Background: an optimization exercise with open tools, aiming at small area. Do not read the settings as production practice. Function was checked by simulation only, so behaviour that the tests miss may differ from the original. The flow treats the clock pin as an ideal source, which a real chip does not have. Power figures rest on the tool's default switching activity, not on a simulated workload.

// counter
module counter(
    input clk,
    input sys_rst,
    input startbutton,
    input reset,
    input [1:0] select,
    input [3:0] loadmeMSD,
    input [3:0] loadmeLSD,
    output [6:0] sseg,
    output [3:0] an,
    output dp
    );
Size: ~250 cells after synthesis, about 26 I/O pins, roughly 0.0018 mm2 of cells after synthesis.
==> flow/config.mk <==
export PLATFORM = sky130hd
export DESIGN_NAME = counter
export DESIGN_NICKNAME = counter
export VERILOG_FILES = /design/flow/design.v
export SDC_FILE = /design/flow/constraint.sdc
export NUM_CORES = 4
export LEC_CHECK = 0
export ABC_AREA = 1
export CAP_MARGIN = 20
export CORE_MARGIN = 2
export CORE_UTILIZATION = 40
export SLEW_MARGIN = 20
==> flow/constraint.sdc <==
create_clock -name core_clock -period 45.0 [get_ports {clk}]
set_input_delay 9.0000 -clock core_clock [delete_from_list [all_inputs] [get_ports {clk}]]
set_output_delay 9.0000 -clock core_clock [all_outputs]
set_load 0.01 [all_outputs]
standard.sh (not shown) runs the stock make flow with config.mk's settings and CLKGATE_MAP_FILE= SYNTH_SCRIPT=/design/flow/synth_recipe.tcl, a recipe that flattens the netlist after the stock synthesis.
==> flow/flow/run.sh <==
#!/bin/bash
# Layout flow: the standard flow (standard.sh) with
#  - a synthesis that differs from the standard one only in its technology
#    mapping: ABC runs an area-oriented script, arithmetic is not mapped
#    to Kogge-Stone adders, and yosys's extract_fa is
#    skipped (registers, their names and cell types are unchanged);
#  - port buffers of the smallest buffer cell;
#  - clock tree synthesis without dummy loads.
set -euo pipefail
W=$PWD
{
  echo 'proc synth {args} { yosys synth -nofsm -noshare {*}$args }'
  echo 'proc extract_fa {args} { puts "extract_fa skipped" }'
  echo "proc abc {args} {"
  echo "  set i [lsearch -exact \$args -script]"
  echo "  if {\$i >= 0} { set args [lreplace \$args [expr {\$i+1}] [expr {\$i+1}] $W/flow/area.abc] }"
  echo "  yosys abc {*}\$args"
  echo "}"
  tail -n +2 synth_recipe.tcl
} > my_synth.tcl
bash standard.sh SYNTH_SCRIPT=$W/my_synth.tcl SYNTH_OPERATIONS_ARGS=-noshare \
  "BUFFER_PORTS_ARGS=-buffer_cell sky130_fd_sc_hd__buf_1" \
  "CTS_ARGS=-sink_clustering_enable -repair_clock_nets -dont_use_dummy_load -buf_list sky130_fd_sc_hd__clkbuf_4" \
  finish > standard.log 2>&1
==> flow/flow/area.abc <==
strash
&get -n
&deepsyn -J 20 -T 120
&put
dch -f
amap
strash
&get -n
&deepsyn -J 20 -T 120
&put
dch -f
amap
Rerun with:
--- a/flow/flow/run.sh
+++ b/flow/flow/run.sh
@@ -2,6 +2,5 @@
 # Layout flow: the standard flow (standard.sh) with
 #  - a synthesis that differs from the standard one only in its technology
-#    mapping: ABC runs an area-oriented script, arithmetic is not mapped
-#    to Kogge-Stone adders, and yosys's extract_fa is
+#    mapping: ABC runs an area-oriented script and yosys's extract_fa is
 #    skipped (registers, their names and cell types are unchanged);
 #  - port buffers of the smallest buffer cell;
@@ -19,5 +18,5 @@
   tail -n +2 synth_recipe.tcl
 } > my_synth.tcl
-bash standard.sh SYNTH_SCRIPT=$W/my_synth.tcl SYNTH_OPERATIONS_ARGS=-noshare \
+bash standard.sh SYNTH_SCRIPT=$W/my_synth.tcl \
   "BUFFER_PORTS_ARGS=-buffer_cell sky130_fd_sc_hd__buf_1" \
   "CTS_ARGS=-sink_clustering_enable -repair_clock_nets -dont_use_dummy_load -buf_list sky130_fd_sc_hd__clkbuf_4" \
==> flow/flow/area.abc (replaced) <==
strash
&get -n
&deepsyn -J 20 -T 120
&put
dch -f
amap
topo
Cell area rose by 3.9%.
Synthesized area rose by 4.3%.
Combinational power rose by 23%.

Another version of the RTL of counter (not shown whole).
Size in the first run: roughly 34 flip-flops, ~26 I/O pins, about 1900 um2 of cells after synthesis.
## counter
module counter(
    input clk,
    input sys_rst,
    input startbutton,
    input reset,
    input [1:0] select,
    input [3:0] loadmeMSD,
    input [3:0] loadmeLSD,
    output [6:0] sseg,
    output [3:0] an,
    output dp
    );
    reg [4:0] scan;
    reg [4:0] div;
    wire div_fb = ~((div[3] & div[4]) | (div[1] & div[2] & div[4]) | (div[1] & ~div[2] & ~div[3] & ~div[4]));
    wire div_end = div[4] & ~div[3] & ~div[2] & ~div[1];       
    wire tick = div_end & scan[1] & scan[0];
    always @(posedge clk) begin
        if (sys_rst) begin
            scan <= 5'd3;
            div  <= 5'd0;
        end else begin
            scan <= scan + 5'd1;
            div  <= {div[3:0], div_fb};
        end
    end
    localparam [2:0] P_START = 3'd0,
                     P_NOLOAD = 3'd1,
                     P_LOAD = 3'd2,
                     P_WAITWORK = 3'd3,
                     P_WORK = 3'd4,
                     P_WAITSTOP = 3'd5,
                     P_STOP = 3'd6;
    reg [2:0] phase;
    reg dir;                     
    reg cmpl;                    
    reg [3:0] c0, c1, c2, c3;
    reg [2:0] s;
    wire c0_9 = c0[3] & c0[0];
    wire c1_9 = c1[3] & c1[0];
    wire c2_9 = c2[3] & c2[0];
    wire c3_9 = c3[3] & c3[0];
    wire s_0 = ~s[2] & ~s[1] & ~s[0];
    wire limit = s_0 & c0_9 & c1_9 & c2_9 & c3_9;
    reg [2:0] phase_n;
    always @(*) begin
        phase_n = phase;
        case (phase)
            P_START: phase_n = select[0] ? P_LOAD : P_NOLOAD;
            P_NOLOAD, P_LOAD, P_STOP: begin
                if (reset) phase_n = P_START;
                else if (startbutton) phase_n = P_WAITWORK;
            end
            P_WAITWORK: if (!startbutton) phase_n = P_WORK;
            P_WORK: begin
  ...
==> flow/config.mk <==
export PLATFORM = sky130hd
export DESIGN_NAME = counter
export DESIGN_NICKNAME = counter
export VERILOG_FILES = /design/flow/design.v
export SDC_FILE = /design/flow/constraint.sdc
export NUM_CORES = 4
export LEC_CHECK = 0
export ABC_AREA = 1
export CAP_MARGIN = 20
export CORE_MARGIN = 2
export CORE_UTILIZATION = 40
export SLEW_MARGIN = 20
==> flow/constraint.sdc <==
create_clock -name core_clock -period 45.0 [get_ports {clk}]
set_input_delay 9.0000 -clock core_clock [delete_from_list [all_inputs] [get_ports {clk}]]
set_output_delay 9.0000 -clock core_clock [all_outputs]
set_load 0.01 [all_outputs]
==> flow/flow/run.sh <==
#!/bin/bash
# Layout flow: the standard flow (standard.sh) with
#  - a synthesis that differs from the standard one only in its technology
#    mapping: ABC runs an area-oriented script and yosys's extract_fa is
#    skipped (registers, their names and cell types are unchanged);
#  - port buffers of the smallest buffer cell;
#  - clock tree synthesis without dummy loads.
set -euo pipefail
W=$PWD
{
  echo 'proc synth {args} { yosys synth -nofsm -noshare {*}$args }'
  echo 'proc extract_fa {args} { puts "extract_fa skipped" }'
  echo "proc abc {args} {"
  echo "  set i [lsearch -exact \$args -script]"
  echo "  if {\$i >= 0} { set args [lreplace \$args [expr {\$i+1}] [expr {\$i+1}] $W/flow/area.abc] }"
  echo "  yosys abc {*}\$args"
  echo "}"
  tail -n +2 synth_recipe.tcl
} > my_synth.tcl
bash standard.sh SYNTH_SCRIPT=$W/my_synth.tcl \
  "BUFFER_PORTS_ARGS=-buffer_cell sky130_fd_sc_hd__buf_1" \
  "CTS_ARGS=-sink_clustering_enable -repair_clock_nets -dont_use_dummy_load -buf_list sky130_fd_sc_hd__clkbuf_8 -sink_clustering_size 50 -sink_clustering_max_diameter 1000" \
  finish > standard.log 2>&1
==> flow/flow/area.abc <==
strash
dch -f
amap
topo
Change:
--- a/flow/flow/run.sh
+++ b/flow/flow/run.sh
@@ -22 +22 @@
-  "CTS_ARGS=-sink_clustering_enable -repair_clock_nets -dont_use_dummy_load -buf_list sky130_fd_sc_hd__clkbuf_8 -sink_clustering_size 50 -sink_clustering_max_diameter 1000" \
+  "CTS_ARGS=-sink_clustering_enable -repair_clock_nets -dont_use_dummy_load -buf_list sky130_fd_sc_hd__clkbuf_4" \
=>
- register-to-register slack improves by 0.02 ns
- utilization decreases by 0.67 points
- routed wire length fell by 0.31%
- design area shrinks by 1.5%
- power falls by 9.0%
- setup slack loses 0.063 ns
- sequential power is about the same
- non-clock buffer count does not change
- die area is unchanged
- clock power goes down by 26%
- flip-flop and latch count is unchanged
Change:
--- a/flow/flow/run.sh
+++ b/flow/flow/run.sh
@@ -22 +22 @@
-  "CTS_ARGS=-sink_clustering_enable -repair_clock_nets -dont_use_dummy_load -buf_list sky130_fd_sc_hd__clkbuf_4" \
+  "CTS_ARGS=-sink_clustering_enable -repair_clock_nets -dont_use_dummy_load -buf_list {sky130_fd_sc_hd__clkbuf_2 sky130_fd_sc_hd__clkbuf_4 sky130_fd_sc_hd__clkbuf_8}" \
=> Global-route usage hardly moves; total power is higher by 9.9%; via count is lower by 0.70%; setup slack is better by 0.063 ns; non-clock buffer count is unchanged; final cell count is unchanged; final area is higher by 1.5%; core utilization is higher by 0.67 points.

== before ==
The RTL this note starts from:
==> flow/design.v <==
`timescale 1ns / 1ps
module counter(
    input clk,
    input sys_rst,
    input startbutton,
    input reset,
    input [1:0] select,
    input [3:0] loadmeMSD,
    input [3:0] loadmeLSD,
    output [6:0] sseg,
    output [3:0] an,
    output dp
    );
    reg [4:0] scan;
    reg [4:0] div;
    wire div_fb = ~((div[3] & div[4]) | (div[1] & div[2] & div[4]) | (div[1] & ~div[2] & ~div[3] & ~div[4]));
    wire div_end = div[4] & ~div[3] & ~div[2] & ~div[1];       
    wire tick = div_end & scan[1] & scan[0];
    always @(posedge clk) begin
        if (sys_rst) begin
            scan <= 5'd3;
            div  <= 5'd0;
        end else begin
            scan <= scan + 5'd1;
            div  <= {div[3:0], div_fb};
        end
    end
    localparam [2:0] P_START = 3'd0,
                     P_NOLOAD = 3'd1,
                     P_LOAD = 3'd7,
                     P_WAITWORK = 3'd2,
                     P_WORK = 3'd3,
                     P_WAITSTOP = 3'd6,
                     P_STOP = 3'd5;
    reg [2:0] phase;
    reg dir;                     
    reg cmpl;                    
    reg [3:0] c0, c1, c2, c3;
    reg [2:0] s;
    wire c0_9 = c0[3] & c0[0];
    wire c1_9 = c1[3] & c1[0];
    wire c2_9 = c2[3] & c2[0];
    wire c3_9 = c3[3] & c3[0];
    wire s_0 = ~s[2] & ~s[1] & ~s[0];
    wire limit = s_0 & c0_9 & c1_9 & c2_9 & c3_9;
    reg [2:0] phase_n;
    always @(*) begin
        phase_n = phase;
        case (phase)
            P_START: phase_n = select[0] ? P_LOAD : P_NOLOAD;
            P_NOLOAD, P_LOAD, P_STOP: begin
                if (reset) phase_n = P_START;
                else if (startbutton) phase_n = P_WAITWORK;
            end
            P_WAITWORK: if (!startbutton) phase_n = P_WORK;
            P_WORK: begin
                if (reset) phase_n = P_START;
                else if (limit || startbutton) phase_n = P_WAITSTOP;
            end
            P_WAITSTOP: if (!startbutton) phase_n = P_STOP;
            default: phase_n = P_START;
        endcase
    end
    always @(posedge clk) begin
        if (sys_rst)
            phase <= P_START;
        else if (tick)
            phase <= phase_n;
    end
    always @(posedge clk)
        if (phase == P_START)
            dir <= select[1];
    always @(posedge clk) begin
        if (sys_rst)
            cmpl <= 1'b0;
        else if (tick && (phase == P_NOLOAD || phase == P_LOAD))
            cmpl <= dir;
    end
    wire lsd_hi = loadmeLSD[3] & (loadmeLSD[2] | loadmeLSD[1]);
    wire [3:0] l2 = lsd_hi ? loadmeLSD - 4'd10 : loadmeLSD;
    wire [4:0] t = loadmeMSD + lsd_hi;
    wire hi = t >= 5'd10;
    wire [3:0] l3 = hi ? t[3:0] - 4'd10 : t[3:0];
    wire [3:0] k2 = dir ? 4'd9 - l2 : l2;
    wire [3:0] k3 = dir ? 4'd9 - l3 : l3;
    wire wrap = s[2] & s[1] & ~s[0] & c3[2] & c3[0] & c2[2] & c2[0] & c1[1] & c1[0] & c0[2] & c0[0];
    wire work = tick & (phase == P_WORK) & ~limit;
    wire clr = sys_rst | (tick & (phase == P_NOLOAD)) | (work & wrap);
    wire load = tick & (phase == P_LOAD);
    wire e0 = work;
    wire e1 = e0 & c0_9;
    wire e2 = e1 & c1_9;
    wire e3 = e2 & c2_9;
    wire es = e3 & c3_9;
    function [3:0] tog(input [3:0] x, input e);
        tog = {e & x[0] & (x[3] | (x[2] & x[1])), e & x[0] & x[1], e & x[0] & ~x[3], e};
    endfunction
    wire [3:0] n0 = c0 ^ tog(c0, e0);
    wire [3:0] n1 = c1 ^ tog(c1, e1);
    wire [3:0] n2 = c2 ^ tog(c2, e2);
    wire [3:0] n3 = c3 ^ tog(c3, e3);
    wire [2:0] ns = s ^ {es & s[1] & s[0], es & s[0], es};
    always @(posedge clk) begin
        c0 <= clr ? 4'd0 : load ? {dir, 2'b00, dir} : n0;
        c1 <= clr ? 4'd0 : load ? {dir, 2'b00, dir} : n1;
        c2 <= clr ? 4'd0 : load ? k2 : n2;
        c3 <= clr ? 4'd0 : load ? k3 : n3;
        s  <= clr ? 3'd0 : load ? {dir & hi, dir & hi, hi} : ns;
    end
    wire [1:0] pos = scan[4:3];
    assign an = {~(pos[1] & pos[0]), ~(pos[1] & ~pos[0]), ~(~pos[1] & pos[0]), ~(~pos[1] & ~pos[0])};
    assign dp = ~(pos[1] & ~pos[0]);
    wire [3:0] x = pos[1] ? (pos[0] ? c3 : c2) : (pos[0] ? c1 : c0);
    wire [3:0] d = cmpl ? {~(x[3] | x[2] | x[1]), x[2] ^ x[1], x[1], ~x[0]} : x;
    assign sseg[6] = (~d[3] & ~d[2] & ~d[1] & d[0]) | (d[2] & ~d[1] & ~d[0]);
    assign sseg[5] = d[2] & (d[1] ^ d[0]);
    assign sseg[4] = ~d[2] & d[1] & ~d[0];
    assign sseg[3] = (~d[3] & ~d[2] & ~d[1] & d[0]) | (d[2] & ~d[1] & ~d[0]) | (d[2] & d[1] & d[0]);
    assign sseg[2] = d[0] | (d[2] & ~d[1]);
    assign sseg[1] = (~d[2] & d[1]) | (~d[3] & ~d[2] & d[0]) | (d[1] & d[0]);
    assign sseg[0] = (~d[3] & ~d[2] & ~d[1]) | (d[2] & d[1] & d[0]);
endmodule
Settings: LEC_CHECK=0, ABC_AREA=1, CAP_MARGIN=20, CORE_MARGIN=2, CORE_UTILIZATION=40, SLEW_MARGIN=20; clock period 45.0 ns.
==> flow/flow/run.sh <==
#!/bin/bash
# Layout flow: the standard flow (standard.sh) with
#  - a synthesis that differs from the standard one only in its technology
#    mapping of the combinational logic: arithmetic is not mapped to
#    Kogge-Stone adders, yosys's extract_fa is skipped, and ABC maps with
#    several area-oriented scripts, keeping the smallest result
#    (flow/abc_portfolio.tcl); registers, their names and cell types are
#    those of the standard synthesis;
#  - port buffers of the smallest buffer cell;
#  - the clock tree: two clkbuf_8, each driving half of the flip-flops,
#    inserted before CTS (flow/clkbuf.tcl), so TritonCTS adds nothing.
set -euo pipefail
W=$PWD
export FLOW_FLOW_DIR=$W/flow
{
  echo 'proc synth {args} { yosys synth -nofsm -noshare {*}$args }'
  echo 'proc extract_fa {args} { puts "extract_fa skipped" }'
  echo "source $W/flow/abc_portfolio.tcl"
  tail -n +2 synth_recipe.tcl
} > my_synth.tcl
bash standard.sh SYNTH_SCRIPT=$W/my_synth.tcl SYNTH_OPERATIONS_ARGS=-noshare \
  "BUFFER_PORTS_ARGS=-buffer_cell sky130_fd_sc_hd__buf_1" \
  PRE_CTS_TCL=$W/flow/clkbuf.tcl \
  "CTS_ARGS=-sink_clustering_enable -repair_clock_nets -dont_use_dummy_load -buf_list sky130_fd_sc_hd__clkbuf_8" \
  finish > standard.log 2>&1
==> flow/flow/abc_p1.script <==
strash
&get -n
&deepsyn -J 20 -T 120
&put
dch -f
amap
strash
&get -n
&deepsyn -J 20 -T 120
&put
dch -f
amap
==> flow/flow/abc_p2.script <==
strash
&get -n
&deepsyn -J 20 -T 120
&dch -f
&nf -R 1000
&put
==> flow/flow/abc_p3.script <==
strash
&get -n
&deepsyn -J 20 -T 120
&dch -f
&nf -R 1000
&put
strash
&get -n
&deepsyn -J 20 -T 120
&put
dch -f
amap
==> flow/flow/abc_p4.script <==
strash
&get -n
&deepsyn -J 20 -T 120
&dch -f
&nf -R 1000
&put
strash
&get -n
&deepsyn -J 20 -T 120
&put
dch -f
amap
strash
&get -n
&deepsyn -J 20 -T 120
&put
dch -f
amap
==> flow/flow/abc_p5.script <==
strash
&get -n
&deepsyn -J 20 -T 120 -S 1
&put
dch -f
amap
strash
&get -n
&deepsyn -J 20 -T 120 -S 1
&put
dch -f
amap
==> flow/flow/abc_p6.script <==
strash
&get -n
&deepsyn -J 20 -T 120 -S 2
&put
dch -f
amap
strash
&get -n
&deepsyn -J 20 -T 120 -S 2
&put
dch -f
amap
==> flow/flow/abc_p7.script <==
strash
&get -n
&deepsyn -J 20 -T 120 -S 1
&dch -f
&nf -R 1000
&put
strash
&get -n
&deepsyn -J 20 -T 120 -S 1
&put
dch -f
amap
==> flow/flow/abc_p8.script <==
strash
&get -n
&deepsyn -J 20 -T 120 -S 2
&dch -f
&nf -R 1000
&put
strash
&get -n
&deepsyn -J 20 -T 120 -S 2
&put
dch -f
amap
Other scripts of this flow, unchanged in this note and not shown: flow/flow/abc_portfolio.tcl, flow/flow/clkbuf.tcl
before: flow completed, timing, DRC and antenna clean
Relative to before, the following input files were edited for after:
==> flow/flow/abc_b1s0.script (new file) <==
strash
&get -n
&deepsyn -J 20 -T 120
&put
dch -f
amap
strash
&get -n
&deepsyn -J 20 -T 120
&put
dch -f
amap
==> flow/flow/abc_b1s1.script (new file) <==
strash
&get -n
&deepsyn -J 20 -T 120 -S 1
&put
dch -f
amap
strash
&get -n
&deepsyn -J 20 -T 120 -S 1
&put
dch -f
amap
==> flow/flow/abc_b1s2.script (new file) <==
strash
&get -n
&deepsyn -J 20 -T 120 -S 2
&put
dch -f
amap
strash
&get -n
&deepsyn -J 20 -T 120 -S 2
&put
dch -f
amap
==> flow/flow/abc_b1s3.script (new file) <==
strash
&get -n
&deepsyn -J 20 -T 120 -S 3
&put
dch -f
amap
strash
&get -n
&deepsyn -J 20 -T 120 -S 3
&put
dch -f
amap
==> flow/flow/abc_b2s0.script (new file) <==
strash
&get -n
&deepsyn -J 20 -T 120
&dch -f
&nf -R 1000
&put
==> flow/flow/abc_b2s1.script (new file) <==
strash
&get -n
&deepsyn -J 20 -T 120 -S 1
&dch -f
&nf -R 1000
&put
==> flow/flow/abc_b2s2.script (new file) <==
strash
&get -n
&deepsyn -J 20 -T 120 -S 2
&dch -f
&nf -R 1000
&put
==> flow/flow/abc_b2s3.script (new file) <==
strash
&get -n
&deepsyn -J 20 -T 120 -S 3
&dch -f
&nf -R 1000
&put
==> flow/flow/abc_b3s0.script (new file) <==
strash
&get -n
&deepsyn -J 20 -T 120
&dch -f
&nf -R 1000
&put
strash
&get -n
&deepsyn -J 20 -T 120
&put
dch -f
amap
==> flow/flow/abc_b3s1.script (new file) <==
strash
&get -n
&deepsyn -J 20 -T 120 -S 1
&dch -f
&nf -R 1000
&put
strash
&get -n
&deepsyn -J 20 -T 120 -S 1
&put
dch -f
amap
==> flow/flow/abc_b3s2.script (new file) <==
strash
&get -n
&deepsyn -J 20 -T 120 -S 2
&dch -f
&nf -R 1000
&put
strash
&get -n
&deepsyn -J 20 -T 120 -S 2
&put
dch -f
amap
==> flow/flow/abc_b3s3.script (new file) <==
strash
&get -n
&deepsyn -J 20 -T 120 -S 3
&dch -f
&nf -R 1000
&put
strash
&get -n
&deepsyn -J 20 -T 120 -S 3
&put
dch -f
amap
==> flow/flow/abc_b4s0.script (new file) <==
strash
&get -n
&deepsyn -J 20 -T 120
&dch -f
&nf -R 1000
&put
strash
&get -n
&deepsyn -J 20 -T 120
&put
dch -f
amap
strash
&get -n
&deepsyn -J 20 -T 120
&put
dch -f
amap
==> flow/flow/abc_b4s1.script (new file) <==
strash
&get -n
&deepsyn -J 20 -T 120 -S 1
&dch -f
&nf -R 1000
&put
strash
&get -n
&deepsyn -J 20 -T 120 -S 1
&put
dch -f
amap
strash
&get -n
&deepsyn -J 20 -T 120 -S 1
&put
dch -f
amap
==> flow/flow/abc_b4s2.script (new file) <==
strash
&get -n
&deepsyn -J 20 -T 120 -S 2
&dch -f
&nf -R 1000
&put
strash
&get -n
&deepsyn -J 20 -T 120 -S 2
&put
dch -f
amap
strash
&get -n
&deepsyn -J 20 -T 120 -S 2
&put
dch -f
amap
==> flow/flow/abc_b4s3.script (new file) <==
strash
&get -n
&deepsyn -J 20 -T 120 -S 3
&dch -f
&nf -R 1000
&put
strash
&get -n
&deepsyn -J 20 -T 120 -S 3
&put
dch -f
amap
strash
&get -n
&deepsyn -J 20 -T 120 -S 3
&put
dch -f
amap
removed: flow/flow/abc_p1.script
removed: flow/flow/abc_p2.script
removed: flow/flow/abc_p3.script
removed: flow/flow/abc_p4.script
removed: flow/flow/abc_p5.script
removed: flow/flow/abc_p6.script
removed: flow/flow/abc_p7.script
removed: flow/flow/abc_p8.script
--- outcome ---
- Comparing after against before, there is no change at all in shortest clock period the worst path allows after layout.
- On switching power, before and after are basically level.
- after against before: non-filler instance count after layout was more or less identical; first-iteration DRC count did not really move.
- Comparing before against after, there is no change at all in total track usage.
- Post-layout worst setup margin came out exactly the same in before and after.

-- separate check: timing with driven ports --
How much do the figures lean on ideal ports? The routed layouts below were timed once more, with nothing changed but the port constraints.
Step 1: set_driving_cell puts a clkbuf_16 on clk and a buf_2 on each other input, an assumption about the parent block.
Step 2 also shifts input and output timing later by t, the mid clock arrival at the registers, as if the neighbouring blocks saw the same clock.
Three values: ideal, step 1, step 2; two values: the first two.
run | t, ns | setup slack, ns | clock arrival spread, ns | worst register clock-pin slew, ns | cell pins on the clock port's net
the first run of note 1 | 0.349 | 33.537 / 33.511 / 33.860 | 0.022 / 0.023 | 0.10 / 0.10 | 1
the second run of note 1 | 0.352 | 33.477 / 33.453 / 33.805 | 0.019 / 0.019 | 0.11 / 0.11 | 1
the first run of note 2 | 0.302 | 33.364 / 33.338 / 33.443 | 0.012 / 0.012 | 0.07 / 0.07 | 1
the second run of note 2 | 0.348 | 33.301 / 33.277 / 33.452 | 0.021 / 0.020 | 0.11 / 0.11 | 1
the third run of note 2 | 0.302 | 33.364 / 33.338 / 33.443 | 0.012 / 0.012 | 0.07 / 0.07 | 1
before | 0.193 | 33.712 / 33.676 / 33.869 | 0.005 / 0.004 | 0.10 / 0.10 | 2
after | 0.193 | 33.712 / 33.676 / 33.869 | 0.005 / 0.004 | 0.10 / 0.10 | 2
After both steps every run listed still meets setup and hold.
